What follows belongs to an exercise in optimizing a design on an open flow for small area and a short achievable clock period; a production flow would make more cautious choices.
In this exercise RTL edits were held to simulation tests only and were not proved equivalent to the original.
No activity file was given, so power comes from the tool's default toggle rates.

===== flow/design.v =====
module controller (clock, reset,
	imem_addr, imem_data,
	dmem_en, dmem_we, dmem_addr, dmem_wdata, dmem_rdata,
	rf_we, rf_waddr, rf_wdata);
input wire clock;
input wire reset;
output wire [15:0] imem_addr;
input wire [15:0] imem_data;
output wire dmem_en, dmem_we;
output wire [15:0] dmem_addr, dmem_wdata;
input wire [15:0] dmem_rdata;
output wire rf_we;
output wire [2:0] rf_waddr;
output wire [15:0] rf_wdata;
reg [15:0] PC;
reg [15:0] IR_FD, PC_FD;
reg flush_FD;
reg [15:0] tgt_DR;    
reg [2:0] Rs1_DR, Rs2_DR, Rd_DR;
reg [5:0] ALU_op_DR;
reg [8:0] Imm9_DR;
reg R7_dest_DR, flush_DR, load_DR, store_DR, LM_DR, SM_DR;
reg ALU_MuxA_DR;
reg [2:0] ALU_MuxB_DR;
reg a1_ctrl, a3_ctrl_DR;
reg [2:0] reg_efct_DR;
reg [1:0] jump_DR;
reg rf4_wr_en;
reg [15:0] rf4;
reg [15:0] tgt_RE, A0_RE, T2;    
reg [2:0] Rs1_RE, Rs2_RE, Rd_RE;
reg flush_RE, load_RE, R7_dest_RE, LM_RE, SM_RE, store_RE, a3_ctrl_RE;
reg [8:0] Imm9_RE;
reg [15:0] B0_RE;    
reg [5:0] ALU_op_RE;
reg [1:0] jump_RE;
reg [2:0] reg_efct_RE;
reg WB_en_EM;
reg [15:0] T2_dash, T3;
reg [2:0] Rd_EM;
reg LM_EM, SM_EM, flush_EM, R7_dest_EM, load_EM, store_EM, a3_ctrl_EM;
reg [2:0] reg_efct_EM;
reg [8:0] Imm9_EM;
reg [15:0] rf3, mdr;    
reg [2:0] Rd_MW;
reg R7_dest_MW, load_MW, flush_MW, LM_MW;
reg rf3_wr_en, mem_en, mem_we;
reg pEM_A, pEM_B, pMW_A, pMW_B, pHaz;
reg [15:0] alu_res_q, RF2_q;
reg alu_c_q, alu_z_q;
reg T2_dash_ctrl_q;
reg FD_en_q, DR_en_q, RE_en_q, EM_en_q;
reg [15:0] regs [0:7];
reg [7:0] rvalid;
wire [3:0] opFD = IR_FD[15:12];
assign rf_we = rf3_wr_en;
assign rf_waddr = Rd_MW;
assign rf_wdata = rf3;
wire cEM_A = pEM_A && !flush_RE;
wire cEM_B = pEM_B && !flush_RE;
wire cMW_A = pMW_A && !flush_RE;
wire cMW_B = pMW_B && !flush_RE;
wire fA_MW = cMW_A;
wire fA_EM = cEM_A && !cMW_A && !(store_RE && flush_MW);
wire fB_MW = !store_RE && cMW_B;
wire fB_EM = !store_RE && cEM_B && !cMW_B;
reg T2_dash_ctrl;
always @(*) begin
	T2_dash_ctrl = T2_dash_ctrl_q;
	if (store_RE) begin
		if (cEM_B) T2_dash_ctrl = 1;
		if (cEM_A) T2_dash_ctrl = 0;
		if (!flush_MW && !flush_RE) begin
			if (cMW_B) T2_dash_ctrl = 1;
			if (cMW_A) T2_dash_ctrl = 0;
		end
		else T2_dash_ctrl = 0;
	end
end
wire [15:0] aluA0 = A0_RE;
wire [15:0] se79 = {{7{Imm9_RE[8]}}, Imm9_RE};
wire [15:0] aluB0 = B0_RE;
reg [15:0] n_B0;
always @(*) begin
	case (ALU_MuxB_DR)
	3'b000: n_B0 = 16'd1;
	3'b001: n_B0 = {Imm9_DR, 7'b0};
	3'b010: n_B0 = {{7{Imm9_DR[8]}}, Imm9_DR};
	3'b011: n_B0 = rf2;
	default: n_B0 = 16'b0;
	endcase
end
wire [15:0] A = fA_MW ? mdr : fA_EM ? T3 : aluA0;
wire [15:0] B = fB_MW ? mdr : fB_EM ? T3 : aluB0;
wire [5:0] op = ALU_op_RE;
function [16:0] fast_add;
	input [15:0] a, b;
	reg [15:0] g, p, gn, pn;
	integer i, k;
	begin
		g = a & b; p = a | b;
		for (k = 1; k < 16; k = k * 2) begin
			gn = g; pn = p;
			for (i = 0; i < 16; i = i + 1)
				if ((i / k) % 2 == 1) begin
					gn[i] = g[i] | (p[i] & g[(i / k) * k - 1]);
					pn[i] = p[i] & p[(i / k) * k - 1];
				end
			g = gn; p = pn;
		end
		fast_add = {g[15], (a ^ b) ^ {g[14:0], 1'b0}};
	end
endfunction
wire [16:0] sum = fast_add(A, B);
wire z_add = !(A[0] ^ B[0]) && &(~((A[15:1] ^ B[15:1]) ^ (A[14:0] | B[14:0])));
wire nand_l = !(|A && |B);
reg [15:0] aluOut;
reg carry_flag, zero_flag;
always @(*) begin
	aluOut = alu_res_q;
	carry_flag = alu_c_q;
	zero_flag = alu_z_q;
	case (op[5:4])
	2'b01: begin
		aluOut = sum[15:0];
		if (op[3]) carry_flag = sum[16];
		if (op[2]) zero_flag = z_add;
	end
	2'b10: begin
		if (op[3]) begin
			aluOut = {15'h7fff, nand_l};
			carry_flag = 1'b1;
			if (op[2]) zero_flag = 1'b0;
		end
		else begin
			aluOut = sum[15:0];
			if (op[2]) zero_flag = z_add;
		end
	end
	2'b11: zero_flag = (A == B);
	default: ;
	endcase
end
wire LM_act = LM_EM && !flush_EM;
wire SM_act = (opFD == 4'b0111) && !flush_FD;
function [2:0] penc_addr;
	input [8:0] d;
	begin
		casez (d[7:0])
		8'b1???????: penc_addr = 3'd0;
		8'b01??????: penc_addr = 3'd1;
		8'b001?????: penc_addr = 3'd2;
		8'b0001????: penc_addr = 3'd3;
		8'b00001???: penc_addr = 3'd4;
		8'b000001??: penc_addr = 3'd5;
		8'b0000001?: penc_addr = 3'd6;
		8'b00000001: penc_addr = 3'd7;
		default: penc_addr = 3'd0;
		endcase
	end
endfunction
function [8:0] penc_clr;
	input [8:0] d;
	begin
		casez (d[7:0])
		8'b1???????: penc_clr = d & 9'b101111111;
		8'b01??????: penc_clr = d & 9'b110111111;
		8'b001?????: penc_clr = d & 9'b111011111;
		8'b0001????: penc_clr = d & 9'b111101111;
		8'b00001???: penc_clr = d & 9'b111110111;
		8'b000001??: penc_clr = d & 9'b111111011;
		8'b0000001?: penc_clr = d & 9'b111111101;
		8'b00000001: penc_clr = d & 9'b111111110;
		default: penc_clr = 9'b0;
		endcase
	end
endfunction
wire vbit_LM = LM_act && |Imm9_EM[7:0];
wire vbit_SM = SM_act && |IR_FD[7:0];
wire [2:0] LM_addr = LM_act ? penc_addr(Imm9_EM) : 3'd0;
wire [2:0] SM_addr = SM_act ? penc_addr(IR_FD[8:0]) : 3'd0;
wire [8:0] LM_next = LM_act ? penc_clr(Imm9_EM) : 9'd0;
wire [8:0] SM_next = SM_act ? penc_clr(IR_FD[8:0]) : 9'd0;
wire B1 = R7_dest_MW && load_MW && !flush_MW;
wire B2 = !flush_RE && jump_RE == 2'b00 && zero_flag;
wire B3 = R7_dest_RE && !load_RE && !flush_RE && jump_RE == 2'b11;
wire B4 = !flush_DR && jump_DR == 2'b10;
wire B5 = !flush_FD && opFD == 4'b1000;
wire hazEM = pHaz;
wire S1 = hazEM && !flush_EM && !flush_RE;
wire S2 = hazEM && flush_EM && !flush_RE;
wire LM_RE_act = !flush_RE && LM_RE;
wire LM_MW_done = !flush_MW && LM_MW && !vbit_LM;
wire flush_FD_wire = B1 || B2 || B3 || B4 || B5;
wire flush_DR_wire = B1 || B2 || B3 || B4 || flush_FD || (SM_act && !vbit_SM);
wire flush_RE_wire = B1 || B2 || B3 || flush_DR || LM_RE_act;
wire flush_EM_wire = S1 || (!S2 && (B1 || flush_RE));
wire flush_MW_wire = B1 || flush_EM;
reg PC_en, FD_en, DR_en, RE_en, EM_en;
always @(*) begin
	PC_en = 1; FD_en = FD_en_q; DR_en = DR_en_q; RE_en = RE_en_q; EM_en = EM_en_q;
	if (S1) begin
		PC_en = 0; FD_en = 0; DR_en = 0; RE_en = 0; EM_en = 0;
	end
	else if (S2) begin
		PC_en = 1; FD_en = 1; DR_en = 1; RE_en = 1; EM_en = 1;
	end
	if (LM_RE_act) begin
		PC_en = 0; FD_en = 0; DR_en = 0; RE_en = 0; EM_en = 1;
	end
	if (LM_act) begin
		PC_en = 0; FD_en = 0; DR_en = 0; RE_en = 0; EM_en = 0;
	end
	if (LM_MW_done) begin
		PC_en = 1; FD_en = 1; DR_en = 1; RE_en = 1; EM_en = 1;
	end
	if (SM_act) begin
		PC_en = !vbit_SM; FD_en = !vbit_SM;
	end
end
wire imm9FDctrl = vbit_SM;
wire imm9EMctrl = vbit_LM;
wire T3_ctrl = vbit_LM || (SM_EM && !flush_EM);
reg [8:0] n_Imm9_DR;
always @(*) begin
	case (opFD)
	4'b0001, 4'b0100, 4'b0101: n_Imm9_DR = {IR_FD[5], IR_FD[5], IR_FD[5], IR_FD[5:0]};
	4'b0011, 4'b0110, 4'b0111, 4'b1100, 4'b1000, 4'b1001: n_Imm9_DR = IR_FD[8:0];
	default: n_Imm9_DR = Imm9_DR;
	endcase
end
wire [15:0] jal_target = PC_FD + {{7{IR_FD[8]}}, IR_FD[8:0]};
wire [15:0] n_tgt_DR = PC_FD + {{7{n_Imm9_DR[8]}}, n_Imm9_DR};
wire [15:0] beq_target = tgt_RE;
wire [15:0] edbout = mem_en ? dmem_rdata : mdr;
wire [2:0] a1 = a1_ctrl ? Rs1_DR : 3'd7;
wire [2:0] a2 = Rs2_DR;
wire [15:0] rd1 = rvalid[a1] ? regs[a1] : 16'b0;
wire [15:0] rd2 = rvalid[a2] ? regs[a2] : 16'b0;
wire wr_hit1 = rf3_wr_en && (Rd_MW == a1);
wire wr_hit2 = rf3_wr_en && (Rd_MW == a2);
wire [15:0] rf1 = !wr_hit1 ? rd1 : (a1 != 3'd7) ? rf3 : rf4;
wire [15:0] rf2 = !wr_hit2 ? rd2 : (a2 != 3'd7) ? rf3 : (a1 == 3'd7) ? rf4 : RF2_q;
reg [15:0] PC_next;
always @(*) begin
	if (B1) PC_next = edbout;
	else if (B2) PC_next = beq_target;
	else if (B3) PC_next = aluOut;
	else if (B4) PC_next = rf2;
	else if (B5) PC_next = jal_target;
	else PC_next = PC + 16'd1;
end
assign imem_addr = PC;
assign dmem_en = mem_en;
assign dmem_we = mem_we;
assign dmem_addr = T3;
assign dmem_wdata = T2_dash;
wire [8:0] imm9FDout = imm9FDctrl ? SM_next : imem_data[8:0];
wire [8:0] imm9EMout = imm9EMctrl ? LM_next : Imm9_RE;
wire [15:0] T3_in = T3_ctrl ? T3 + 16'd1 : aluOut;
wire [15:0] T2_dash_in = T2_dash_ctrl ? mdr : T2;
wire [2:0] Rs2_FD_wire = (opFD == 4'b0000 || opFD == 4'b0010 || opFD == 4'b1100 || opFD == 4'b1001) ? IR_FD[8:6] :
	(opFD == 4'b0101) ? IR_FD[11:9] : 3'b000;
wire [2:0] Rs2_DR_wire = (opFD == 4'b0111) ? SM_addr : Rs2_FD_wire;
wire [2:0] n_Rs1_RE = RE_en ? Rs1_DR : Rs1_RE;
wire [2:0] n_Rs2_RE = RE_en ? Rs2_DR : Rs2_RE;
wire [2:0] n_eff_RE = RE_en ? reg_efct_DR : reg_efct_RE;
wire [2:0] n_Rd_EM = EM_en ? Rd_RE : Rd_EM;
wire n_load_EM = EM_en ? load_RE : load_EM;
wire n_store_EM = EM_en ? store_RE : store_EM;
wire n_LM_EM = EM_en ? LM_RE : LM_EM;
wire [2:0] n_eff_EM = EM_en ? reg_efct_RE : reg_efct_EM;
wire n_fEM = (EM_en || S1) ? flush_EM_wire : flush_EM;
wire [2:0] n_Rd_MW = a3_ctrl_EM ? Rd_EM : LM_addr;
wire n_fMW = flush_MW_wire;
always @(posedge clock) begin
	if (rf3_wr_en) regs[Rd_MW] <= rf3;
	if (rf4_wr_en && Rd_MW != 3'd7) regs[7] <= rf4;
	if (reset) rvalid <= 8'b0;
	else begin
		if (rf3_wr_en) rvalid[Rd_MW] <= 1'b1;
		if (rf4_wr_en && Rd_MW != 3'd7) rvalid[7] <= 1'b1;
	end
end
always @(posedge clock) begin
	rf4 <= PC_FD;
	alu_res_q <= aluOut;
	RF2_q <= rf2;
	if (DR_en) tgt_DR <= n_tgt_DR;
	if (RE_en) begin
		tgt_RE <= tgt_DR;
		A0_RE <= ALU_MuxA_DR ? rf1 : 16'b0;
		T2 <= rf2;
		B0_RE <= n_B0;
	end
	if ((!EM_en && LM_act) || (SM_EM && !flush_EM) || EM_en) T3 <= T3_in;
	if (EM_en) T2_dash <= T2_dash_in;
	rf3 <= load_EM ? edbout : T3;
end
always @(posedge clock) begin
	if (reset) begin
		PC <= 16'b0;
		IR_FD <= 16'b0; PC_FD <= 16'b0; flush_FD <= 1;
		flush_DR <= 1;
		Rs1_DR <= 3'b0; Rs2_DR <= 3'b0; Rd_DR <= 3'b0;
		ALU_op_DR <= 6'b000011; Imm9_DR <= 9'b0;
		R7_dest_DR <= 0; load_DR <= 0; store_DR <= 0; LM_DR <= 0; SM_DR <= 0;
		ALU_MuxA_DR <= 0; ALU_MuxB_DR <= 3'b0; a1_ctrl <= 0; a3_ctrl_DR <= 0;
		reg_efct_DR <= 3'b0; jump_DR <= 2'b11;
		rf4_wr_en <= 0; 
		flush_RE <= 1;
		Rs1_RE <= 3'b0; Rs2_RE <= 3'b0; Rd_RE <= 3'b0;
		load_RE <= 0; R7_dest_RE <= 0; LM_RE <= 0; SM_RE <= 0; store_RE <= 0; a3_ctrl_RE <= 0;
		Imm9_RE <= 9'b0; ALU_op_RE <= 6'b000011;
		jump_RE <= 2'b11; reg_efct_RE <= 3'b0;
		WB_en_EM <= 0;
		Rd_EM <= 3'b0;
		LM_EM <= 0; SM_EM <= 0; flush_EM <= 1; R7_dest_EM <= 0; load_EM <= 0; store_EM <= 0;
		a3_ctrl_EM <= 0; reg_efct_EM <= 3'b0; Imm9_EM <= 9'b0;
		mdr <= 16'b0; Rd_MW <= 3'b0;
		R7_dest_MW <= 0; load_MW <= 0; flush_MW <= 1;
		LM_MW <= 0;
		rf3_wr_en <= 0; mem_en <= 0; mem_we <= 0;
		pEM_A <= 0; pEM_B <= 0; pMW_A <= 0; pMW_B <= 0; pHaz <= 0;
		alu_c_q <= 0; alu_z_q <= 0;
		T2_dash_ctrl_q <= 0;
		FD_en_q <= 1; DR_en_q <= 1; RE_en_q <= 1; EM_en_q <= 1;
	end
	else begin
		alu_c_q <= carry_flag; alu_z_q <= zero_flag;
		T2_dash_ctrl_q <= T2_dash_ctrl;
		FD_en_q <= FD_en; DR_en_q <= DR_en; RE_en_q <= RE_en; EM_en_q <= EM_en;
		if (PC_en) PC <= PC_next;
		if (FD_en) begin
			PC_FD <= PC;
			IR_FD[15:9] <= imem_data[15:9];
			IR_FD[8:0] <= imm9FDout;
			flush_FD <= flush_FD_wire;
		end
		else if (opFD == 4'b0111) begin
			IR_FD[8:0] <= imm9FDout;
		end
		if (DR_en) begin
			flush_DR <= flush_DR_wire;
			case (opFD)
			4'b0000, 4'b0010: begin  
				Rs1_DR <= IR_FD[11:9];
				Rs2_DR <= Rs2_DR_wire;
				Rd_DR <= IR_FD[5:3];
				if (IR_FD[1:0] == 2'b00) ALU_op_DR <= {opFD[1] ? 2'b10 : 2'b01, 4'b1100};
				if (IR_FD[1:0] == 2'b10) ALU_op_DR <= {opFD[1] ? 2'b10 : 2'b01, 4'b1110};
				if (IR_FD[1:0] == 2'b01) ALU_op_DR <= {opFD[1] ? 2'b10 : 2'b01, 4'b1101};
				if (IR_FD[5:3] == 3'd7) R7_dest_DR <= 1;
				else begin
					R7_dest_DR <= 0;
					load_DR <= 0;
					ALU_MuxA_DR <= 1;
					ALU_MuxB_DR <= 3'b011;
					a1_ctrl <= 1;
					a3_ctrl_DR <= 1;
					LM_DR <= 0;
					SM_DR <= 0;
					store_DR <= 0;
					reg_efct_DR <= 3'b111;
					jump_DR <= 2'b11;
				end
			end
			4'b0001: begin  
				Rs1_DR <= IR_FD[11:9];
				Rs2_DR <= Rs2_DR_wire;
				Rd_DR <= IR_FD[8:6];
				Imm9_DR <= {IR_FD[5], IR_FD[5], IR_FD[5], IR_FD[5:0]};
				ALU_op_DR <= 6'b011100;
				R7_dest_DR <= IR_FD[8:6] == 3'd7;
				load_DR <= 0; ALU_MuxA_DR <= 1; ALU_MuxB_DR <= 3'b010;
				a1_ctrl <= 1; a3_ctrl_DR <= 1; LM_DR <= 0; SM_DR <= 0; store_DR <= 0;
				reg_efct_DR <= 3'b101; jump_DR <= 2'b11;
			end
			4'b0011: begin  
				Rd_DR <= IR_FD[11:9];
				Rs2_DR <= Rs2_DR_wire;
				Imm9_DR <= IR_FD[8:0];
				ALU_op_DR <= 6'b011100;
				R7_dest_DR <= IR_FD[11:9] == 3'd7;
				load_DR <= 0; ALU_MuxA_DR <= 0; ALU_MuxB_DR <= 3'b010;
				a3_ctrl_DR <= 1; LM_DR <= 0; SM_DR <= 0; store_DR <= 0;
				reg_efct_DR <= 3'b001; jump_DR <= 2'b11;
			end
			4'b0100: begin  
				Rs1_DR <= IR_FD[8:6];
				Rs2_DR <= Rs2_DR_wire;
				Rd_DR <= IR_FD[11:9];
				Imm9_DR <= {IR_FD[5], IR_FD[5], IR_FD[5], IR_FD[5:0]};
				ALU_op_DR <= 6'b010100;
				R7_dest_DR <= IR_FD[11:9] == 3'd7;
				load_DR <= 1; ALU_MuxA_DR <= 1; ALU_MuxB_DR <= 3'b010;
				LM_DR <= 0; a3_ctrl_DR <= 1; SM_DR <= 0; store_DR <= 0;
				reg_efct_DR <= 3'b101; jump_DR <= 2'b11;
			end
			4'b0101: begin  
				Rs1_DR <= IR_FD[8:6];
				Rs2_DR <= Rs2_DR_wire;
				Imm9_DR <= {IR_FD[5], IR_FD[5], IR_FD[5], IR_FD[5:0]};
				ALU_op_DR <= 6'b010011;
				R7_dest_DR <= 0;
				load_DR <= 0; ALU_MuxA_DR <= 1; ALU_MuxB_DR <= 3'b010;
				a1_ctrl <= 1; LM_DR <= 0; SM_DR <= 0; store_DR <= 1;
				reg_efct_DR <= 3'b110; jump_DR <= 2'b11;
			end
			4'b0110: begin  
				Rs1_DR <= IR_FD[11:9];
				Rs2_DR <= Rs2_DR_wire;
				Imm9_DR <= IR_FD[8:0];
				ALU_op_DR <= 6'b010000;
				R7_dest_DR <= IR_FD[0];
				load_DR <= 1; ALU_MuxA_DR <= 1; ALU_MuxB_DR <= 3'b100;
				a1_ctrl <= 1; a3_ctrl_DR <= 0; LM_DR <= 1; SM_DR <= 0; store_DR <= 0;
				reg_efct_DR <= 3'b100; jump_DR <= 2'b11;
			end
			4'b0111: begin  
				Rs1_DR <= IR_FD[11:9];
				Rs2_DR <= Rs2_DR_wire;
				Imm9_DR <= IR_FD[8:0];
				ALU_op_DR <= 6'b010011;
				R7_dest_DR <= 0;
				load_DR <= 0; ALU_MuxA_DR <= 1; ALU_MuxB_DR <= 3'b100;
				a1_ctrl <= 1; LM_DR <= 0; SM_DR <= 1; store_DR <= 1;
				reg_efct_DR <= 3'b100; jump_DR <= 2'b11;
			end
			4'b1100: begin  
				Rs1_DR <= IR_FD[11:9];
				Rs2_DR <= Rs2_DR_wire;
				Imm9_DR <= IR_FD[8:0];
				ALU_op_DR <= 6'b110111;
				R7_dest_DR <= 0;
				load_DR <= 0; ALU_MuxA_DR <= 1; ALU_MuxB_DR <= 3'b011;
				a1_ctrl <= 1; LM_DR <= 0; SM_DR <= 0; store_DR <= 0;
				reg_efct_DR <= 3'b110; jump_DR <= 2'b00;
			end
			4'b1000: begin  
				Rs1_DR <= 3'd7;
				Rs2_DR <= Rs2_DR_wire;
				Rd_DR <= IR_FD[11:9];
				Imm9_DR <= IR_FD[8:0];
				ALU_op_DR <= 6'b010000;
				R7_dest_DR <= IR_FD[11:9] == 3'd7;
				load_DR <= 0; ALU_MuxA_DR <= 1; ALU_MuxB_DR <= 3'b000;
				a1_ctrl <= 1; LM_DR <= 0; SM_DR <= 0; store_DR <= 0;
				reg_efct_DR <= 3'b001; jump_DR <= 2'b01;
			end
			4'b1001: begin  
				Rs1_DR <= 3'd7;
				Rs2_DR <= Rs2_DR_wire;
				Rd_DR <= IR_FD[11:9];
				Imm9_DR <= IR_FD[8:0];
				ALU_op_DR <= 6'b010000;
				R7_dest_DR <= IR_FD[11:9] == 3'd7;
				load_DR <= 0; ALU_MuxA_DR <= 1; ALU_MuxB_DR <= 3'b000;
				a1_ctrl <= 1; LM_DR <= 0; SM_DR <= 0; store_DR <= 0;
				reg_efct_DR <= 3'b101; jump_DR <= 2'b10;
			end
			default: ;
			endcase
		end
		rf4_wr_en <= 1;
		if (!RE_en && LM_RE_act) flush_RE <= flush_RE_wire;
		if (RE_en) begin
			flush_RE <= flush_RE_wire;
			a3_ctrl_RE <= a3_ctrl_DR;
			Imm9_RE <= Imm9_DR;
			load_RE <= load_DR;
			R7_dest_RE <= R7_dest_DR;
			LM_RE <= LM_DR;
			SM_RE <= SM_DR;
			store_RE <= store_DR;
			Rs1_RE <= Rs1_DR;
			Rs2_RE <= Rs2_DR;
			Rd_RE <= Rd_DR;
			ALU_op_RE <= ALU_op_DR;
			reg_efct_RE <= reg_efct_DR;
			jump_RE <= jump_DR;
		end
		case (ALU_op_RE[1:0])
		2'b00: WB_en_EM <= 1;
		2'b10: WB_en_EM <= alu_c_q;
		2'b01: WB_en_EM <= alu_z_q;
		2'b11: WB_en_EM <= 0;
		endcase
		if (!EM_en && LM_act) begin
Imm9_EM <= imm9EMout;
		end
		if (EM_en) begin
			Rd_EM <= Rd_RE;
			LM_EM <= LM_RE;
			SM_EM <= SM_RE;
			load_EM <= load_RE;
			a3_ctrl_EM <= a3_ctrl_RE;
			store_EM <= store_RE;
			R7_dest_EM <= R7_dest_RE;
			reg_efct_EM <= reg_efct_RE;
			Imm9_EM <= imm9EMout;
		end
		mdr <= edbout;
		R7_dest_MW <= R7_dest_EM;
		load_MW <= load_EM;
		flush_EM <= n_fEM;
		flush_MW <= n_fMW;
		Rd_MW <= n_Rd_MW;
		rf3_wr_en <= WB_en_EM && (n_LM_EM ? !n_fEM : !n_fMW);
		mem_en <= (n_load_EM || n_store_EM) && !n_fEM;
		mem_we <= n_store_EM && !n_fEM;
		pEM_A <= n_eff_EM[0] && n_eff_RE[2] && (n_Rs1_RE == n_Rd_EM) && !n_load_EM && !n_fEM;
		pEM_B <= n_eff_EM[0] && n_eff_RE[1] && (n_Rs2_RE == n_Rd_EM) && !n_load_EM && !n_fEM;
		pMW_A <= reg_efct_EM[0] && n_eff_RE[2] && (n_Rs1_RE == n_Rd_MW) && load_EM && !n_fMW;
		pMW_B <= reg_efct_EM[0] && n_eff_RE[1] && (n_Rs2_RE == n_Rd_MW) && load_EM && !n_fMW;
		pHaz <= n_eff_EM[0] && n_load_EM && ((n_eff_RE[2] && n_Rs1_RE == n_Rd_EM) || (n_eff_RE[1] && n_Rs2_RE == n_Rd_EM));
		LM_MW <= LM_EM;
	end
end
endmodule

===== flow/flow/run.sh =====
#!/bin/bash
set -euo pipefail
MARGIN=5.8
grep -q 'SETUP_SLACK_MARGIN=5 ' standard.sh
sed "s/SETUP_SLACK_MARGIN=5 /SETUP_SLACK_MARGIN=$MARGIN /" standard.sh > standard_margin.sh
grep -q "SETUP_SLACK_MARGIN=$MARGIN " standard_margin.sh
bash standard_margin.sh \
  "CTS_ARGS=-sink_clustering_enable -repair_clock_nets -sink_clustering_size 25 -sink_clustering_max_diameter 80 -buf_list sky130_fd_sc_hd__clkbuf_16 -dont_use_dummy_load" \
  "BUFFER_PORTS_ARGS=-buffer_cell sky130_fd_sc_hd__buf_1" \
  finish > standard_margin.log 2>&1
test -f out/final.def

===== flow/standard.sh =====
#!/bin/bash
# synth_recipe.tcl (not shown) runs the flow's synth.tcl, then flattens the netlist and writes it again
# the make line also repeats each setting of config.mk as NAME=value (left out here)
make -C /OpenROAD-flow-scripts/flow DESIGN_CONFIG=/design/flow/config.mk WORK_HOME=/design/flow/orfs CLKGATE_MAP_FILE= SYNTH_SCRIPT=/design/flow/synth_recipe.tcl "${@:-finish}"

===== flow/config.mk =====
export PLATFORM = sky130hd
export DESIGN_NAME = controller
export DESIGN_NICKNAME = controller
export VERILOG_FILES = /design/flow/design.v
export SDC_FILE = /design/flow/constraint.sdc
export NUM_CORES = 4
export LEC_CHECK = 0
export ABC_AREA = 1
export CAP_MARGIN = 20
export CORE_MARGIN = 2
export CORE_UTILIZATION = 40
export CTS_BUF_LIST = sky130_fd_sc_hd__clkbuf_16
export CTS_CLUSTER_DIAMETER = 80
export CTS_CLUSTER_SIZE = 25
export SETUP_SLACK_MARGIN = 5
export SLEW_MARGIN = 20

===== flow/constraint.sdc =====
create_clock -name core_clock -period 9.0 [get_ports {clock}]
set_input_delay 1.8000 -clock core_clock [delete_from_list [all_inputs] [get_ports {clock}]]
set_output_delay 1.8000 -clock core_clock [all_outputs]
set_load 0.01 [all_outputs]

==> qor.yml, run 1 <==
logic_synthesis:
  synth_top_family_by_area: "simple AND/OR/NAND/NOR gates"
  synth_area_leaders: "edfxtp_1 (28%), dfxtp_1 (20%), nand2_1 (9.4%)"
  synth-adder-area-share_pct: 2.76
  syn_area_sq_um: 25900
  ys_seq_area_share_pct: 47.9
  synth_commonest_cells: "nand2_1 (649), o21ai_0 (450), inv_1 (372), nor2_1 (321), a21oi_1 (312)"
  synth_simple_gate_area_share_pct: 21.0
  synth_top_area_share_pct: 27.8
  syn_avg_cell_area_sq_um: 7.77
  synth_top_area_cell: "edfxtp_1"
  syn_inst: 3332
  synth-seq-cells: 499
  post_synth_xor_area_fraction_pct: 1.35
  yosysMostFrequentCell: "nand2_1"
  ys.warnings.count: 1
  ys.flop_type: "dfxtp_1"
  synth-compound-area-share_pct: 19.0
  synth_edf_count: 240
  syn_nets: 3422
  synth.area.mux_share_pct: 0.116
  synth.distinct_cells: 60
  async_flop_share_pct: 0
final_layout:
  largest_reg_flops: 128
  utilization_pct: 46.3
  final_net_count: 3551
  fill_cells: 6430
  drive_gt1_share_pct: 12.3
  area_growth_pct: 14.8
  top_register: "regs"
cts:
  cts_tree: "built"
  cts-root-buf: "clkbuf_16"
  cts_buffers: 31
  postCtsHoldBufs: 0
  clk_latency_ps: 640
  htreeDepth: 1
  path_clk_slew_ps: 100
  cts.path.max_buffers: 3
  cts_sinks: 499
floorplanning:
  io_pins: 104
  die_w_um: 258
  rows: 93
  core_sq_um: 64200
  initial_core_util_pct: 40.3
  die_h_um: 258
  die-area_sq_um: 66800
hold_path:
  whs_endpoint: "tgt_RE[4]"
  whs_path_depth: 0
  hp-start: "tgt_DR[4]"
  hold_path_class: "reg2reg"
worst_setup_path:
  critPathRequiredTime_ps: 9510
  crit_cells: 26
  cpMostUsedCell: "nand2_2"
  slowest_delay_ps: 410
  critPathMaxFanout: 8
  r2r_end: "PC[7]"
  cp_num_buf_inv: 6
  reg2reg_slack_ps: 5660
  start_kind: "flip-flop"
  r2r_cells: 26
  criticalPathCategory: "reg2reg"
  cp_slowest_cell: "dfxtp_4"
  cp.arrival_ps: 3850
  end_kind: "flip-flop"
  crit_family: "simple AND/OR/NAND/NOR gates"
  worstReg2RegStart: "flush_RE"
sta:
  relSlewSlack_pct: 26.9
  fin_ws_ps: 5660
  timing_worst_slew_pin_value_ps: 1090
  fin_tns_setup_ps: 0
  min_period_ps: 3340
  fin_worst_skew_ps: 84.3
  slew_viol_final: 0
  rsz0062_at_grt: "yes"
  fin_crit_sh_pct: 37.1
  hold_violations: 0
  setup_violations: 0
  max_freq_mhz: 299
pwr:
  p_leak_uw: 0.0121
  totalPowerFinal_uw: 5060
  cellPowerDensity_nw_per_um2: 170
  ir_drop_mv: 0.156
global_route:
  gr-usage-met2_pct: 43.3
  met1_usage_pct: 38.9
  grt_max_degree: 75
  busiest_layer: "met2"
  use_met3_pct: 3.69
  antenna_found_initial: 4
  grt_usage_pct: 27.4
  grt_overflow_total: 0
  grt_first_pass_wirelength_um: 139000
  grt_pass1_vias: 21900
drt:
  wl_per_cell_um: 22.0
  ant_nets: 0
  post-route-drc-count: 0
  vias_per_cell: 5.60
  dr.pass1.iters: 6
  wl_um: 94900
  first_iter_violations: 2794
  vias: 24200
placed_design:
  io_buffers: 103
  dpl.hpwl_um: 68200
  routabilityCongestion: 0.990
  pre_cts_ws_ps: 4680
job:
  cap_violations: 0
status:
  status: "finished clean"
## routing by layer
metal  share of wire (%)  up-vias
li1                    -    11500
met1                  43    11400
met2                  44     1091
met3                 8.3      191
met4                 3.8        0
met5                   0        -
## where the power goes
group / leakage (uW) / switching [uW] / total (uW) / internal, uW
combinational: 0.00707 / 676 / 1010 / 334
sequential: 0.00468 / 140 / 2690 / 2550
clock: 0.000382 / 758 / 1360 / 606
total: 0.0121 / 1570 / 5060 / 3490
## kinds of logic after synthesis
group	after synthesis
XOR/XNOR	40
adder cells (fa/ha/maj)	56
flip-flops	499
AND/OR/NAND/NOR	1298
AO/OA/AOI/OAI	907
multiplexers	3
buffers and inverters	529
## cell type report
cell class / instances / area [sq um] / share of cell area [%]
flip-flops and latches: 499 / 12400 / 41.9
multi-input cells: 2311 / 12400 / 41.7
repair buffers: 234 / 1530 / 5.14
inverters: 383 / 1480 / 4.99
well taps: 855 / 1070 / 3.60
clock buffers: 31 / 776 / 2.61
repair inverters: 1 / 7.51 / 0.0253
diodes: 3 / 7.51 / 0.0253
## worst max-delay path by stage
| stage | endpoint | start | slack, ps |
|---|---|---|---|
| after floorplan | tgt_DR[14] | IR_FD[12] | 5800 |
| after global placement | PC[7] | flush_RE | 4780 |
| after detailed placement | PC[7] | flush_RE | 4680 |
| after CTS | pMW_B | LM_EM | 5680 |
| after global routing | PC[14] | flush_RE | 5480 |
| final | PC[7] | flush_RE | 5660 |
## placed cells by master, fill, tap and decap left out, drive strengths merged, types with 3 or more instances in the layout
master    count
xor2         29
buf         231
a41oi         3
nor3         40
clkinv        5
o2111ai       4
diode         3
mux2i         3
clkbuf       33
nand3b        4
o22ai        20
xnor2        11
nor2        333
edfxtp      240
clkinvlp      4
nand4        25
a211oi       18
inv         375
o21bai        6
o31ai        13
a21boi        4
or2          12
o21ai       457
nor4          6
a22oi         4
ha           54
a22o          7
dfxtp       259
a31oi         7
a21oi       315
nand2       677
a21o         15
a221oi        6
o211ai       14
o221ai        4
nand3       207
## worst reg2reg max path: stages, from the launching register on
cell and delay, ps:
dfxtp_4 410, buf_6 140, nor2_4 210, buf_6 140, buf_8 120, nand2_2 60
nand2_2 120, inv_2 60, ha_4 250, nand2_2 60, nand3_2 70, nor4_2 270
o21ai_1 100, nor2_1 110, nand2_1 60, nor2_1 120, nand2_1 70, nand2_2 120
nand2_4 90, nand2_8 110, nand2_8 90, nand2_8 100, inv_6 60, nand2_2 70
nand2_2 50, o21ai_2 130, inv_1 50
## repair_timing
action                                  CTS  global route
buffers inserted                         53            40
hold endpoints to repair                  0             0
gates resized for setup                 165           137
gates cloned                              5             4
pin swaps                                30            58
endpoints found under the setup margin  162            94
## metrics by stage
step / instances / instance area, sq um / hold WS (ps)
CTS: 4270 / 28900 / 367
global placement: 4181 / 27100 / 402
detailed placement: 4181 / 27100 / 405
global route: 4314 / 29700 / 374
floorplan: 3332 / 25900 / 371
finish: 4317 / 29700 / 365
==> run 2, diff against run 1 <==
--- a/flow/design.v
+++ b/flow/design.v
@@ -56,14 +56,11 @@
 assign rf_we = rf3_wr_en;
 assign rf_waddr = Rd_MW;
 assign rf_wdata = rf3;
-wire cEM_A = pEM_A && !flush_RE;
-wire cEM_B = pEM_B && !flush_RE;
-wire cMW_A = pMW_A && !flush_RE;
-wire cMW_B = pMW_B && !flush_RE;
-wire fA_MW = cMW_A;
-wire fA_EM = cEM_A && !cMW_A && !(store_RE && flush_MW);
-wire fB_MW = !store_RE && cMW_B;
-wire fB_EM = !store_RE && cEM_B && !cMW_B;
+wire cEM_A = pEM_A;
+wire cEM_B = pEM_B;
+wire cMW_A = pMW_A;
+wire cMW_B = pMW_B;
+reg fA_MW, fA_EM, fB_MW, fB_EM;
 reg T2_dash_ctrl;
 always @(*) begin
 	T2_dash_ctrl = T2_dash_ctrl_q;
@@ -182,7 +179,8 @@
 wire [8:0] LM_next = LM_act ? penc_clr(Imm9_EM) : 9'd0;
 wire [8:0] SM_next = SM_act ? penc_clr(IR_FD[8:0]) : 9'd0;
 wire B1 = R7_dest_MW && load_MW && !flush_MW;
-wire B2 = !flush_RE && jump_RE == 2'b00 && zero_flag;
+wire B2_early = !flush_RE && jump_RE == 2'b00;
+wire B2 = B2_early && zero_flag;
 wire B3 = R7_dest_RE && !load_RE && !flush_RE && jump_RE == 2'b11;
 wire B4 = !flush_DR && jump_DR == 2'b10;
 wire B5 = !flush_FD && opFD == 4'b1000;
@@ -241,15 +239,16 @@
 wire wr_hit2 = rf3_wr_en && (Rd_MW == a2);
 wire [15:0] rf1 = !wr_hit1 ? rd1 : (a1 != 3'd7) ? rf3 : rf4;
 wire [15:0] rf2 = !wr_hit2 ? rd2 : (a2 != 3'd7) ? rf3 : (a1 == 3'd7) ? rf4 : RF2_q;
-reg [15:0] PC_next;
+reg [15:0] PC_other;
 always @(*) begin
-	if (B1) PC_next = edbout;
-	else if (B2) PC_next = beq_target;
-	else if (B3) PC_next = aluOut;
-	else if (B4) PC_next = rf2;
-	else if (B5) PC_next = jal_target;
-	else PC_next = PC + 16'd1;
+	if (B1) PC_other = edbout;
+	else if (B3) PC_other = aluOut;
+	else if (B4) PC_other = rf2;
+	else if (B5) PC_other = jal_target;
+	else PC_other = PC + 16'd1;
 end
+wire [15:0] PC_hold = PC_en ? PC_other : PC;
+wire sel_beq = PC_en && !B1 && B2_early && zero_flag;
 assign imem_addr = PC;
 assign dmem_en = mem_en;
 assign dmem_we = mem_we;
@@ -273,6 +272,12 @@
 wire n_fEM = (EM_en || S1) ? flush_EM_wire : flush_EM;
 wire [2:0] n_Rd_MW = a3_ctrl_EM ? Rd_EM : LM_addr;
 wire n_fMW = flush_MW_wire;
+wire n_fRE = (RE_en || LM_RE_act) ? flush_RE_wire : flush_RE;
+wire n_store_RE = RE_en ? store_DR : store_RE;
+wire n_pEM_A = n_eff_EM[0] && n_eff_RE[2] && (n_Rs1_RE == n_Rd_EM) && !n_load_EM && !n_fEM && !n_fRE;
+wire n_pEM_B = n_eff_EM[0] && n_eff_RE[1] && (n_Rs2_RE == n_Rd_EM) && !n_load_EM && !n_fEM && !n_fRE;
+wire n_pMW_A = reg_efct_EM[0] && n_eff_RE[2] && (n_Rs1_RE == n_Rd_MW) && load_EM && !n_fMW && !n_fRE;
+wire n_pMW_B = reg_efct_EM[0] && n_eff_RE[1] && (n_Rs2_RE == n_Rd_MW) && load_EM && !n_fMW && !n_fRE;
 always @(posedge clock) begin
 	if (rf3_wr_en) regs[Rd_MW] <= rf3;
 	if (rf4_wr_en && Rd_MW != 3'd7) regs[7] <= rf4;
@@ -322,6 +327,7 @@
 		LM_MW <= 0;
 		rf3_wr_en <= 0; mem_en <= 0; mem_we <= 0;
 		pEM_A <= 0; pEM_B <= 0; pMW_A <= 0; pMW_B <= 0; pHaz <= 0;
+		fA_MW <= 0; fA_EM <= 0; fB_MW <= 0; fB_EM <= 0;
 		alu_c_q <= 0; alu_z_q <= 0;
 		T2_dash_ctrl_q <= 0;
 		FD_en_q <= 1; DR_en_q <= 1; RE_en_q <= 1; EM_en_q <= 1;
@@ -330,7 +336,7 @@
 		alu_c_q <= carry_flag; alu_z_q <= zero_flag;
 		T2_dash_ctrl_q <= T2_dash_ctrl;
 		FD_en_q <= FD_en; DR_en_q <= DR_en; RE_en_q <= RE_en; EM_en_q <= EM_en;
-		if (PC_en) PC <= PC_next;
+		PC <= sel_beq ? beq_target : PC_hold;
 		if (FD_en) begin
 			PC_FD <= PC;
 			IR_FD[15:9] <= imem_data[15:9];
@@ -463,9 +469,8 @@
 			endcase
 		end
 		rf4_wr_en <= 1;
-		if (!RE_en && LM_RE_act) flush_RE <= flush_RE_wire;
+		flush_RE <= n_fRE;
 		if (RE_en) begin
-			flush_RE <= flush_RE_wire;
 			a3_ctrl_RE <= a3_ctrl_DR;
 			Imm9_RE <= Imm9_DR;
 			load_RE <= load_DR;
@@ -509,10 +514,14 @@
 		rf3_wr_en <= WB_en_EM && (n_LM_EM ? !n_fEM : !n_fMW);
 		mem_en <= (n_load_EM || n_store_EM) && !n_fEM;
 		mem_we <= n_store_EM && !n_fEM;
-		pEM_A <= n_eff_EM[0] && n_eff_RE[2] && (n_Rs1_RE == n_Rd_EM) && !n_load_EM && !n_fEM;
-		pEM_B <= n_eff_EM[0] && n_eff_RE[1] && (n_Rs2_RE == n_Rd_EM) && !n_load_EM && !n_fEM;
-		pMW_A <= reg_efct_EM[0] && n_eff_RE[2] && (n_Rs1_RE == n_Rd_MW) && load_EM && !n_fMW;
-		pMW_B <= reg_efct_EM[0] && n_eff_RE[1] && (n_Rs2_RE == n_Rd_MW) && load_EM && !n_fMW;
+		pEM_A <= n_pEM_A;
+		pEM_B <= n_pEM_B;
+		pMW_A <= n_pMW_A;
+		pMW_B <= n_pMW_B;
+		fA_MW <= n_pMW_A;
+		fA_EM <= n_pEM_A && !n_pMW_A && !(n_store_RE && n_fMW);
+		fB_MW <= !n_store_RE && n_pMW_B;
+		fB_EM <= !n_store_RE && n_pEM_B && !n_pMW_B;
 		pHaz <= n_eff_EM[0] && n_load_EM && ((n_eff_RE[2] && n_Rs1_RE == n_Rd_EM) || (n_eff_RE[1] && n_Rs2_RE == n_Rd_EM));
 		LM_MW <= LM_EM;
 	end
==> run 2 against run 1 <==
  * Still clean on timing, DRC and antenna
  * Core utilization down 1.0 points
  * Die area rose by 2.1%
  * Global-route usage fell by 1.1 points
  * Clock power is 4% lower
  * Highest routed layer unchanged
  * Synthesized cell count grew 2.9%
  * Setup slack gained 120 ps
  * Clock skew down 20 ps
==> qor.yml, run 2 <==
logic_synthesis:
  synth_area_leaders: "edfxtp_1 (27%), dfxtp_1 (20%), nand2_1 (11%)"
  synth-seq-cells: 502  # +0.60%
  synth.distinct_cells: 61  # +1.7%
  synth_commonest_cells: "nand2_1 (790), inv_1 (405), o21ai_0 (379), nor2_1 (323), dfxtp_1 (262)"
  syn_area_sq_um: 26400  # +2.1%
  synth_top_area_share_pct: 27.3  # -0.57 points
  ys.flop_type: "dfxtp_1"
  ys.warnings.count: 1  # unchanged
  yosysMostFrequentCell: "nand2_1"
  syn_nets: 3541  # +3.5%
  syn_avg_cell_area_sq_um: 7.71  # -0.82%
  async_flop_share_pct: 0  # unchanged
  synth_top_area_cell: "edfxtp_1"
  synth_edf_count: 240  # unchanged
  syn_inst: 3430  # +2.9%
  ys_seq_area_share_pct: 47.1  # -0.76 points
global_route:
  grt_max_degree: 88  # +17%
  grt_overflow_total: 0  # unchanged
  antenna_found_initial: 0  # -4
  grt_usage_pct: 26.3  # -1.1 points
  grt_first_pass_wirelength_um: 136000  # -2.2%
  grt_pass1_vias: 21800  # -0.59%
hold_path:
  hp-start: "tgt_DR[9]"
  hold_path_class: "reg2reg"
  whs_path_depth: 0  # unchanged
drt:
  first_iter_violations: 2978  # +6.6%
  vias_per_cell: 5.55  # -0.81%
  ant_nets: 0  # unchanged
  dr.pass1.iters: 8  # +2
  wl_per_cell_um: 21.1  # -4.2%
  vias: 24500  # +1.3%
  wl_um: 92900  # -2.2%
  post-route-drc-count: 0  # unchanged
sta:
  relSlewSlack_pct: 12.3  # -15 points
  fin_tns_setup_ps: 0  # unchanged
  timing_worst_slew_pin_value_ps: 1310  # +212 ps
  min_period_ps: 3230  # -115 ps
  fin_ws_ps: 5770  # +115 ps
  max_freq_mhz: 310  # +3.6%
  fin_worst_skew_ps: 63.8  # -20.5 ps
  fin_crit_sh_pct: 35.8  # -1.3 points
  slew_viol_final: 0  # unchanged
  hold_violations: 0  # unchanged
  setup_violations: 0  # unchanged
  rsz0062_at_grt: "yes"
cts:
  cts_buffers: 28  # -9.7%
  cts-root-buf: "clkbuf_16"
  cts_sinks: 502  # +0.60%
  path_clk_slew_ps: 100  # about the same
  postCtsHoldBufs: 0  # unchanged
  cts_tree: "built"
  htreeDepth: 1  # unchanged
  clk_latency_ps: 620  # -20 ps
  cts.path.max_buffers: 3  # unchanged
floorplanning:
  core_sq_um: 65600  # +2.2%
  die_h_um: 261  # +1.0%
  io_pins: 104  # unchanged
  rows: 94  # +1.1%
  die_w_um: 261  # +1.0%
  die-area_sq_um: 68200  # +2.1%
  initial_core_util_pct: 40.3  # about the same
job:
  cap_violations: 0  # unchanged
pwr:
  ir_drop_mv: 0.158  # +0.86%
  switching_share_pct: 30.1  # -1.0 points
  totalPowerFinal_uw: 4810  # -5.0%
  p_sw_uw: 1450  # -8.1%
  cellPowerDensity_nw_per_um2: 162  # -5.0%
  intPower_uw: 3360  # -3.6%
  p_leak_uw: 0.0129  # +6.4%
  power_frac_comb_pct: 17.8  # -2.1 points
  clockPowerShare_pct: 27.0  # about the same
  seq_power_share_pct: 55.2  # +2.1 points
final_layout:
  largest_reg_flops: 128  # unchanged
  final_net_count: 3656  # +3.0%
  stdcell_area_sq_um: 29700  # about the same
  final_common_cell: "nand2_1"
  diodes: 0  # -3
  area_growth_pct: 12.4
  fill_cells: 6601  # +2.7%
  top_register: "regs"
  stdcell_count: 4407  # +2.1%
  layout_common_cells: "nand2_1 (768), inv_1 (385), o21ai_0 (338)"
  drive_gt1_share_pct: 10.5  # -1.8 points
worst_setup_path:
  critPathMaxFanout: 2  # -6
  crit_start: "T3[0]"
  cp.arrival_ps: 1430  # -2420 ps
  critPathRequiredTime_ps: 7200  # -2310 ps
  end_kind: "output pin"
  criticalPathCategory: "reg2out"
  r2r_cells: 19  # -27%
  worstReg2RegStart: "T3[0]"
  start_kind: "flip-flop"
placed_design:
  io_buffers: 103  # unchanged
  place_area_sq_um: 27600  # +1.8%
  dp.cells: 4280  # +2.4%
  dpl.hpwl_um: 67800  # -0.50%
  routabilityCongestion: 0.951  # -3.9%
  pre_cts_ws_ps: 4770  # +85.3 ps
status:
  status: "finished clean"
[run 2: changes by cell type in the layout (fill, tap and decap cells not counted), sizes merged, moves of 9 or more]
cell      before  now
clkinvlp       4   13
nand2        677  802
inv          375  412
o211ai        14   56
a21oi        315  230
o21ai        457  389
buf          231  222
nor3          40   31
o2111ai        4   13
nand3        207  234
ha            54   71
a22oi          4   19
a21o          15    2
[run 2: worst max-delay path: stages, from the launching register on]
cell	delay, ps
edfxtp_1	430
buf_4	160
buf_6	110
buf_6	110
[run 2: cell type report]
cell class	instances	area [sq um]	area share (%)
Clock buffer	28	701	2.36
Inverter	425	1640	5.50
Multi-Input combinational cell	2357	12300	41.4
Sequential cell	502	12500	42.1
Tap cell	864	1080	3.64
Timing Repair Buffer	226	1450	4.86
Timing Repair inverter	5	37.5	0.126
[run 2: metal layers]
layer | GRT usage (%) | part of all wire [%]
met3 | 2.85 | 8.4
met4 | 6.44 | 2.4
met2 | 42.2 | 45
met1 | 38.1 | 44
met5 | 0 | 0
[run 2: through the flow]
step	hold WS, ps	util, %
after global placement	393	42.0
after detailed placement	405	42.0
after CTS	402	44.0
final	399	45.3
after floorplan	363	-
after global routing	415	45.3
[run 2: kinds of logic (layout without fill, tap and decap cells)]
group                      Yosys count  in the layout  synth area share, %
and+or+nand+nor                   1452           1452                 22.8
adders and majority gates           77             77                 3.81
AOI/OAI and AO/OA                  791            791                 16.7
xor gates and xnor gates            36             36                 1.19
muxes                                1              1               0.0379
DFF                                502            502                 47.1
buffers and inverters              571            684                 8.30
[run 2: path summary, 6_finish.rpt]
| check | slack [ps] | to |
|---|---|---|
| setup / recovery | 5770 | dmem_addr[0] |
| hold / removal | 400 | tgt_RE[9] |
| setup reg to reg | 5890 | PC[8] |
| hold reg to reg | 400 | tgt_RE[9] |
[run 2: power by group through the flow]
stage               clock network, uW  registers [uW]  logic (uW)
CTS                              1310            2650         795
global route                     1390            2660         940
global placement                    0            2710         742
finish                           1300            2650         856
detailed placement                  0            2710         744
floorplan                           0            2650         500
[run 2: what timing repair did]
item,in CTS,in global routing
resized for setup,110,137
setup endpoints to repair,129,100
endpoints found under the hold margin,0,0
buffers inserted,48,44
cloned,3,4
pin swaps,5,30
==> run 3, diff against run 2 <==
--- a/flow/flow/run.sh
+++ b/flow/flow/run.sh
@@ -1,6 +1,6 @@
 #!/bin/bash
 set -euo pipefail
-MARGIN=5.8
+MARGIN=6.0
 grep -q 'SETUP_SLACK_MARGIN=5 ' standard.sh
 sed "s/SETUP_SLACK_MARGIN=5 /SETUP_SLACK_MARGIN=$MARGIN /" standard.sh > standard_margin.sh
 grep -q "SETUP_SLACK_MARGIN=$MARGIN " standard_margin.sh
==> run 3 against run 2 <==
  * Still clean on timing, DRC and antenna
  * Synthesized cell count is the same
  * Critical path type unchanged
  * First-iteration DRC count is 3.4% lower
  * Design area increased by 3.9%
  * Non-clock buffer count rose by 43
  * Clock-buffer cell count grew 2
  * Register-to-register slack improved by 20 ps
  * Die area is the same
  * Clock skew down 12 ps
  * Final cell count up 1.1%
  * Sequential power about the same
  * Flip-flop and latch count is the same
==> qor.yml, run 3 <==
drt:
  routed-wl-met3_um: 8720  # +12%
  wl_um: 97000  # +4.5%
  wl_met2_um: 43400  # +2.9%
  vias_per_cell: 5.56  # +0.18%
  m1WireLength_um: 41400  # +1.7%
  top_layer: "met4"
  wl_per_cell_um: 21.8  # +3.4%
  first_iter_violations: 2877  # -3.4%
  ant_nets: 0  # unchanged
  post-route-drc-count: 0  # unchanged
  vias: 24800  # +1.3%
  dr.pass1.iters: 7  # -1
worst_setup_path:
  crit_chain: "buf_4 -> buf_6 -> buf_6"
  cpMostUsedCell: "buf_6"
  end_kind: "output pin"
  slowest_delay_ps: 390  # -40 ps
  cp.arrival_ps: 1370  # -60 ps
  cp_slowest_cell: "edfxtp_1"
  critPathMaxFanout: 2  # unchanged
  criticalPathCategory: "reg2out"
  critPathRequiredTime_ps: 7200  # about the same
  start_kind: "flip-flop"
floorplanning:
  die-area_sq_um: 68200  # unchanged
  rows: 94  # unchanged
  io_pins: 104  # unchanged
  core_sq_um: 65600  # unchanged
  die_h_um: 261  # unchanged
  initial_core_util_pct: 40.3  # unchanged
  die_w_um: 261  # unchanged
logic_synthesis:
  synth.distinct_cells: 61  # unchanged
  synth_commonest_cells: "nand2_1 (790), inv_1 (405), o21ai_0 (379), nor2_1 (323), dfxtp_1 (262)"
  async_flop_share_pct: 0  # unchanged
  ys.warnings.count: 1  # unchanged
  syn_inst: 3430  # unchanged
  yosysMostFrequentCell: "nand2_1"
  syn_area_sq_um: 26400  # unchanged
  syn_avg_cell_area_sq_um: 7.71  # unchanged
  syn_nets: 3541  # unchanged
  synth_area_leaders: "edfxtp_1 (27%), dfxtp_1 (20%), nand2_1 (11%)"
  synth_edf_count: 240  # unchanged
  synth_top_area_share_pct: 27.3  # unchanged
  ys_seq_area_share_pct: 47.1  # unchanged
  ys.flop_type: "dfxtp_1"
  synth_top_area_cell: "edfxtp_1"
  synth-seq-cells: 502  # unchanged
sta:
  fin_hold_ws_ps: 391  # -7.65 ps
  fin_tns_setup_ps: 0  # unchanged
  timing_worst_slew_pin_value_ps: 972  # -334 ps
  setup_violations: 0  # unchanged
  hold_violations: 0  # unchanged
  relSlewSlack_pct: 35.1  # +23 points
  max_freq_mhz: 315  # +1.6%
  fin_crit_sh_pct: 35.3  # -0.58 points
  min_period_ps: 3170  # -52.2 ps
  rsz0062_at_grt: "yes"
  fin_worst_skew_ps: 51.5  # -12.3 ps
  slew_viol_final: 0  # unchanged
final_layout:
  top_register: "regs"
  layout_common_cells: "nand2_1 (752), inv_1 (383), o21ai_0 (333)"
  final_net_count: 3703  # +1.3%
  final_common_cell: "nand2_1"
  drive_gt1_share_pct: 14.7  # +4.2 points
  area_growth_pct: 16.8
  fill_cells: 6424  # -2.7%
  utilization_pct: 47.0  # +1.8 points
  largest_reg_flops: 128  # unchanged
pwr:
  ir_drop_mv: 0.129  # -18%
  cellPowerDensity_nw_per_um2: 160  # -1.4%
  totalPowerFinal_uw: 4930  # +2.5%
  p_leak_uw: 0.0135  # +4.6%
cts:
  clk_latency_ps: 640  # +20 ps
  cts_tree: "built"
  cts-root-buf: "clkbuf_16"
  htreeDepth: 1  # unchanged
  cts_buffers: 30  # +7.1%
  cts_sinks: 502  # unchanged
  cts.path.max_buffers: 3  # unchanged
  path_clk_slew_ps: 80  # -20 ps
global_route:
  grt_max_degree: 85  # -3.4%
  antenna_found_initial: 0  # unchanged
  grt_pass1_vias: 22200  # +1.7%
  grt_first_pass_wirelength_um: 139000  # +2.4%
  grt_usage_pct: 27.1  # +0.80 points
  grt_overflow_total: 0  # unchanged
status:
  status: "finished clean"
placed_design:
  io_buffers: 103  # unchanged
  routabilityCongestion: 0.957  # +0.61%
  dpl.hpwl_um: 67400  # -0.64%
hold_path:
  hold_path_class: "reg2reg"
job:
  cap_violations: 0  # unchanged
-- run 3: cell counts after synthesis --
Identical to the previous run, type by type.
-- run 3: logic make-up (layout without fill, tap and decap cells) --
group	after synthesis	in the layout	share of synthesized area (%)
compound gates	791	791	16.7
mux	1	1	0.0379
flops	502	502	47.1
xor+xnor	36	36	1.19
buf+inv	571	729	8.30
other cells	0	1	0
simple gates	1452	1454	22.8
fa+ha+maj	77	77	3.81
-- run 3: path summary, 6_finish.rpt --
path,from,endpoint,slack [ps],depth (start not counted)
max,T3[0],dmem_addr[0],5830,3
min,PC_FD[14],rf4[14],390,0
max reg2reg,pMW_A,PC[4],5910,20
min reg2reg,PC_FD[14],rf4[14],390,0
-- run 3: area by class of cell --
cell class / count / area [sq um] / area share [%]
Multi-Input combinational cell: 2359 / 12800 / 41.3
Timing Repair inverter: 5 / 35.0 / 0.113
Inverter: 425 / 1640 / 5.33
Sequential cell: 502 / 12600 / 40.9
Antenna cell: 1 / 2.50 / 0.00811
Timing Repair Buffer: 269 / 1990 / 6.44
Tap cell: 864 / 1080 / 3.50
Clock buffer: 30 / 751 / 2.43
-- run 3: layer usage --
metal  global-route usage, %  vias up
met5                       0        -
met4                    8.76        0
met3                    4.11      162
met2                    43.1     1157
met1                    38.0    11700
li1                        -    11800
-- run 3: report_power, final --
part	leakage (uW)	total, uW	switching, uW	internal (uW)
Sequential	0.00477	2630	105	2530
Combinational	0.00836	943	621	322
Clock	0.000370	1350	765	588
Total	0.0135	4930	1490	3440
-- run 3: through the flow --
stage,instance area [sq um],setup WS (ps),cells
after detailed placement,27600,4920,4281
after global routing,30900,5790,4454
final,30900,5830,4455
after global placement,27600,5010,4281
after floorplan,26500,5980,3430
after CTS,29800,5860,4415
-- run 3: critical path, delay by kind of cell, from the launching register on --
kind                   cells  cell delay (ps)
flip-flops                 1              390
buffers and inverters      3              370
-- run 3: repair_timing --
action / 4_1_cts / 5_1_grt
cloned: 6 / 3
endpoints found under the setup margin: 184 / 152
buffers inserted: 98 / 36
pin swaps: 19 / 48
resized for setup: 259 / 189
hold buffers: 0 / 0
hold endpoints to repair: 0 / 0
==> run 4, diff against run 3 <==
--- a/flow/flow/run.sh
+++ b/flow/flow/run.sh
@@ -1,6 +1,6 @@
 #!/bin/bash
 set -euo pipefail
-MARGIN=6.0
+MARGIN=5.7
 grep -q 'SETUP_SLACK_MARGIN=5 ' standard.sh
 sed "s/SETUP_SLACK_MARGIN=5 /SETUP_SLACK_MARGIN=$MARGIN /" standard.sh > standard_margin.sh
 grep -q "SETUP_SLACK_MARGIN=$MARGIN " standard_margin.sh
==> run 4 against run 3 <==
  * Sequential share of layout area increased by 2.0 points
  * Setup slack got worse by 180 ps
  * Global-route usage decreased by 1.0 points
  * Critical endpoint unchanged
  * Largest cell class is now flip-flops and latches
  * Highest routed layer unchanged
==> qor.yml, run 4 <==
drt:
  vias: 24000  # -3.1%
  ant_nets: 0  # unchanged
  vias_per_cell: 5.50  # -1.1%
  post-route-drc-count: 0  # unchanged
  first_iter_violations: 2829  # -1.7%
  wl_um: 90900  # -6.4%
  wl_per_cell_um: 20.8  # -4.4%
  dr.pass1.iters: 6  # -1
global_route:
  grt_first_pass_wirelength_um: 135000  # -2.9%
  grt_max_degree: 82  # -3.5%
  grt_usage_pct: 26.1  # -1.0 points
  grt_overflow_total: 0  # unchanged
  antenna_found_initial: 1  # +1
  grt_pass1_vias: 21900  # -1.3%
logic_synthesis:
  syn_avg_cell_area_sq_um: 7.71  # unchanged
  synth_top_area_share_pct: 27.3  # unchanged
  syn_nets: 3541  # unchanged
  syn_inst: 3430  # unchanged
  synth-seq-cells: 502  # unchanged
  synth_commonest_cells: "nand2_1 (790), inv_1 (405), o21ai_0 (379), nor2_1 (323), dfxtp_1 (262)"
  synth_area_leaders: "edfxtp_1 (27%), dfxtp_1 (20%), nand2_1 (11%)"
  yosysMostFrequentCell: "nand2_1"
  ys.warnings.count: 1  # unchanged
  async_flop_share_pct: 0  # unchanged
  synth.distinct_cells: 61  # unchanged
  ys_seq_area_share_pct: 47.1  # unchanged
  synth_edf_count: 240  # unchanged
  syn_area_sq_um: 26400  # unchanged
  synth_top_area_cell: "edfxtp_1"
  ys.flop_type: "dfxtp_1"
worst_setup_path:
  cpMostUsedCell: "buf_4"
  criticalPathCategory: "reg2out"
  end_kind: "output pin"
  cp_slowest_cell: "edfxtp_1"
  crit_family: "flip-flops"
  critPathRequiredTime_ps: 7200  # about the same
  cp_num_buf_inv: 3  # unchanged
  critPathMaxFanout: 4  # +2
  slowest_delay_ps: 500  # +110 ps
  cp.arrival_ps: 1550  # +180 ps
  start_kind: "flip-flop"
  crit_chain: "buf_4 -> buf_4 -> buf_1"
cts:
  cts-root-buf: "clkbuf_16"
  postCtsHoldBufs: 0  # unchanged
  cts_tree: "built"
  cts_sinks: 502  # unchanged
  cts.path.max_buffers: 3  # unchanged
  cts_buffers: 30  # unchanged
  htreeDepth: 1  # unchanged
  path_clk_slew_ps: 90  # about the same
  clk_latency_ps: 630  # about the same
final_layout:
  seq_area_sq_um: 12500  # -1.1%
  diodes: 0  # -1
  multi_input_area_sq_um: 12100  # -5.0%
  drive_gt1_share_pct: 7.29  # -7.4 points
  fill_cells: 6706  # +4.4%
  layout_common_cells: "nand2_1 (776), inv_1 (395), o21ai_0 (344)"
  top_register: "regs"
  final_common_cell: "nand2_1"
  largest_reg_flops: 128  # unchanged
  final_net_count: 3611  # -2.5%
  area_growth_pct: 10.1
floorplanning:
  die-area_sq_um: 68200  # unchanged
  die_w_um: 261  # unchanged
  initial_core_util_pct: 40.3  # unchanged
  die_h_um: 261  # unchanged
  io_pins: 104  # unchanged
  rows: 94  # unchanged
  core_sq_um: 65600  # unchanged
placed_design:
  dpl.hpwl_um: 67400  # about the same
  routabilityCongestion: 0.956  # -0.16%
  io_buffers: 103  # unchanged
sta:
  min_period_ps: 3350  # +180 ps
  relSlewSlack_pct: 27.8  # -7.3 points
  slew_viol_final: 0  # unchanged
  fin_hold_ws_ps: 370  # -21.8 ps
  rsz0062_at_grt: "yes"
  fin_tns_setup_ps: 0  # unchanged
  fin_worst_skew_ps: 52.6  # +1.11 ps
  max_freq_mhz: 298  # -5.4%
  fin_crit_sh_pct: 37.3  # +2.0 points
  setup_violations: 0  # unchanged
  hold_violations: 0  # unchanged
  timing_worst_slew_pin_value_ps: 1070  # +103 ps
hold_path:
  hold_path_class: "reg2reg"
pwr:
  ir_drop_mv: 0.177  # +38%
  p_leak_uw: 0.0126  # -6.4%
  totalPowerFinal_uw: 4800  # -2.6%
  cellPowerDensity_nw_per_um2: 165  # +3.3%
status:
  status: "finished clean"
job:
  cap_violations: 0  # unchanged
==> run 4: cell counts after synthesis <==
Identical to the previous run, type by type.
==> run 4: repair_timing <==
item	in CTS	in global routing
pin swaps	2	12
resized for setup	59	90
setup endpoints to repair	86	86
buffers inserted	26	20
cloned	3	0
==> run 4: cell families after synthesis <==
family,Yosys count,synth area share [%]
buffers and inverters,571,8.30
AOI/OAI and AO/OA,791,16.7
and+or+nand+nor,1452,22.8
adders and majority gates,77,3.81
muxes,1,0.0379
DFF,502,47.1
xor gates and xnor gates,36,1.19
==> run 4: final cells by class <==
class                   instances  area share (%)
repair buffers                181            3.58
multi-input cells            2357            41.6
well taps                     864            3.71
inverters                     425            5.57
repair inverters                3          0.0773
flip-flops and latches        502            42.9
clock buffers                  30            2.58
==> run 4: final timing paths <==
check             startpoint           end  slack (ps)  cells past startpoint
setup / recovery       T3[0]  dmem_addr[0]        5650                      3
hold reg to reg    PC_FD[15]       rf4[15]         370                      0
setup reg to reg       pMW_A        PC[12]        5780                     18
hold / removal     PC_FD[15]       rf4[15]         370                      0
==> run 4: routing by layer <==
layer  global-route usage [%]  up-vias  wire length (um)
met5                        0        -                 0
met4                     8.54        0              3350
met3                     2.89      145              7430
met2                     40.9     1022             39900
met1                     37.7    11300             40100
li1                         -    11600                 -
==> run 4: power by group <==
group          internal, uW  leakage, uW  switching (uW)  total (uW)
clock network           588     0.000370             760        1350
logic                   252      0.00752             549         801
registers              2530      0.00475             123        2650
total                  3370       0.0126            1430        4800
==> run 4: through the flow <==
step | setup WS, ps | util, % | area [sq um] | std cells
after floorplan | 5720 | - | 26400 | 3430
after global placement | 4900 | 42.0 | 27600 | 4283
after detailed placement | 4790 | 42.0 | 27600 | 4283
after CTS | 5630 | 43.7 | 28700 | 4342
after global routing | 5580 | 44.4 | 29100 | 4362
final | 5650 | 44.4 | 29100 | 4362
==> run 5, diff against run 4 <==
--- a/flow/flow/run.sh
+++ b/flow/flow/run.sh
@@ -1,6 +1,6 @@
 #!/bin/bash
 set -euo pipefail
-MARGIN=5.7
+MARGIN=5.8
 grep -q 'SETUP_SLACK_MARGIN=5 ' standard.sh
 sed "s/SETUP_SLACK_MARGIN=5 /SETUP_SLACK_MARGIN=$MARGIN /" standard.sh > standard_margin.sh
 grep -q "SETUP_SLACK_MARGIN=$MARGIN " standard_margin.sh
--- a/flow/config.mk
+++ b/flow/config.mk
@@ -8,7 +8,7 @@
 export ABC_AREA = 1
 export CAP_MARGIN = 20
 export CORE_MARGIN = 2
-export CORE_UTILIZATION = 40
+export CORE_UTILIZATION = 55
 export CTS_BUF_LIST = sky130_fd_sc_hd__clkbuf_16
 export CTS_CLUSTER_DIAMETER = 80
 export CTS_CLUSTER_SIZE = 25
==> run 5 against run 4 <==
  * Clock skew rose by 1.1 ps
  * Synthesized cell count did not move
  * First-iteration DRC count rose by 17%
  * Die area fell by 27%
  * Critical path type unchanged
==> qor.yml, run 5 <==
status:
  status: "finished clean"
worst_setup_path:
  end_kind: "output pin"
  start_kind: "flip-flop"
  critPathRequiredTime_ps: 7200  # about the same
  criticalPathCategory: "reg2out"
  critPathMaxFanout: 4  # unchanged
  cp_num_buf_inv: 1  # -2
  crit_family: "flip-flops"
placed_design:
  dpl.hpwl_um: 69400  # +3.0%
  routabilityCongestion: 0.979  # +2.4%
  place_area_sq_um: 27200  # -1.2%
  dp.cells: 4030  # -5.9%
logic_synthesis:
  synth-adder-area-share_pct: 3.81  # unchanged
  synth_area_leaders: "edfxtp_1 (27%), dfxtp_1 (20%), nand2_1 (11%)"
  syn_area_sq_um: 26400  # unchanged
  synth-seq-cells: 502  # unchanged
  synth-compound-area-share_pct: 16.7  # unchanged
  async_flop_share_pct: 0  # unchanged
  syn_inst: 3430  # unchanged
  synth.distinct_cells: 61  # unchanged
  synth_top_family_by_area: "simple AND/OR/NAND/NOR gates"
  yosysMostFrequentCell: "nand2_1"
  synth_commonest_cells: "nand2_1 (790), inv_1 (405), o21ai_0 (379), nor2_1 (323), dfxtp_1 (262)"
  ys_seq_area_share_pct: 47.1  # unchanged
  post_synth_xor_area_fraction_pct: 1.19  # unchanged
  synth_top_area_share_pct: 27.3  # unchanged
global_route:
  grt_first_pass_wirelength_um: 141000  # +4.4%
  grt_pass1_vias: 23300  # +6.5%
  grt_max_degree: 82  # unchanged
drt:
  wl_um: 96200  # +5.9%
  wl_per_cell_um: 23.2  # +11%
  first_iter_violations: 3306  # +17%
  vias: 25400  # +5.9%
  vias_per_cell: 6.13  # +11%
  ant_nets: 0  # unchanged
floorplanning:
  initial_core_util_pct: 55.6  # +15 points
  die_w_um: 223  # -14%
  rows: 80  # -15%
  io_pins: 104  # unchanged
  die_h_um: 223  # -14%
  die-area_sq_um: 49800  # -27%
cts:
  path_clk_slew_ps: 100  # about the same
  cts.path.max_buffers: 3  # unchanged
  htreeDepth: 1  # unchanged
  cts_tree: "built"
  cts-root-buf: "clkbuf_16"
  cts_sinks: 502  # unchanged
final_layout:
  area_growth_pct: 10.7
  fill_cells: 4290  # -36%
  stdcell_count: 4148  # -4.9%
  diodes: 0  # unchanged
  final_net_count: 3646  # +0.97%
  top_register: "regs"
  drive_gt1_share_pct: 9.82  # +2.5 points
  stdcell_area_sq_um: 29300  # +0.52%
  seq_area_sq_um: 12500  # +0.24%
  multi_input_area_sq_um: 12300  # +1.6%
  layout_common_cells: "nand2_1 (770), inv_1 (389), o21ai_0 (340)"
sta:
  fin_worst_skew_ps: 53.7  # +1.10 ps
  max_freq_mhz: 315  # +5.6%
  relSlewSlack_pct: 27.9  # +0.060 points
  timing_worst_slew_pin_value_ps: 1080  # +7.37 ps
  setup_violations: 0  # unchanged
pwr:
  switching_share_pct: 30.0  # +0.17 points
  clockPowerShare_pct: 26.6  # -1.5 points
  p_sw_uw: 1440  # +0.42%
  seq_power_share_pct: 55.4  # +0.2 points
  power_frac_comb_pct: 17.9  # +1.2 points
  cellPowerDensity_nw_per_um2: 164  # -0.65%
  intPower_uw: 3360  # -0.38%
job:
  cap_violations: 0  # unchanged
[run 5: cell counts after synthesis]
No cell type changed its count.
[run 5: power groups by stage]
stage / combinational (uW) / clock, uW / sequential [uW]
floorplan: 500 / 0 / 2650
detailed placement: 744 / 0 / 2720
global route: 934 / 1350 / 2670
global placement: 736 / 0 / 2720
finish: 860 / 1280 / 2660
CTS: 797 / 1280 / 2650
[run 5: worst paths after layout]
kind	start	to	slack, ps	cells past startpoint
min	PC_FD[15]	rf4[15]	410	0
max	PC[14]	imem_addr[14]	5820	1
min reg2reg	PC_FD[15]	rf4[15]	410	0
max reg2reg	flush_EM	T3[0]	5860	6
[run 5: kinds of logic after synthesis]
kind of cell / Yosys count
and+or+nand+nor: 1452
AOI/OAI and AO/OA: 791
buffers and inverters: 571
DFF: 502
adders and majority gates: 77
xor gates and xnor gates: 36
muxes: 1
[run 5: metrics by stage]
| stage | total power (uW) | utilization, % | worst slack, ps |
|---|---|---|---|
| floorplan | 3150 | - | 5810 |
| global placement | 3460 | 57.3 | 4890 |
| detailed placement | 3470 | 57.3 | 4730 |
| CTS | 4730 | 60.1 | 5610 |
| global route | 4950 | 61.6 | 5720 |
| finish | 4800 | 61.6 | 5820 |
[run 5: per-layer routing]
| metal | global-route usage [%] | share of wire (%) | up-vias |
|---|---|---|---|
| li1 | - | - | 11600 |
| met1 | 51.0 | 40 | 12000 |
| met2 | 59.1 | 45 | 1528 |
| met3 | 6.93 | 11 | 236 |
| met4 | 14.6 | 4.4 | 2 |
| met5 | 0 | 0.014 | - |
[run 5: cell type report]
type                       count  share of cell area, %
clock buffer                  28                   2.39
inverter                     425                   5.56
multi-input combinational   2359                   42.1
sequential                   502                   42.7
tap                          615                   2.63
timing repair buffer         216                   4.54
timing repair inverter         3                 0.0769
[run 5: timing repair]
action                                  4_1_cts  5_1_grt
buffers inserted                             51       33
gates cloned                                  2        4
pin swaps                                     5       29
resized for setup                           105      120
endpoints found under the setup margin      158       98
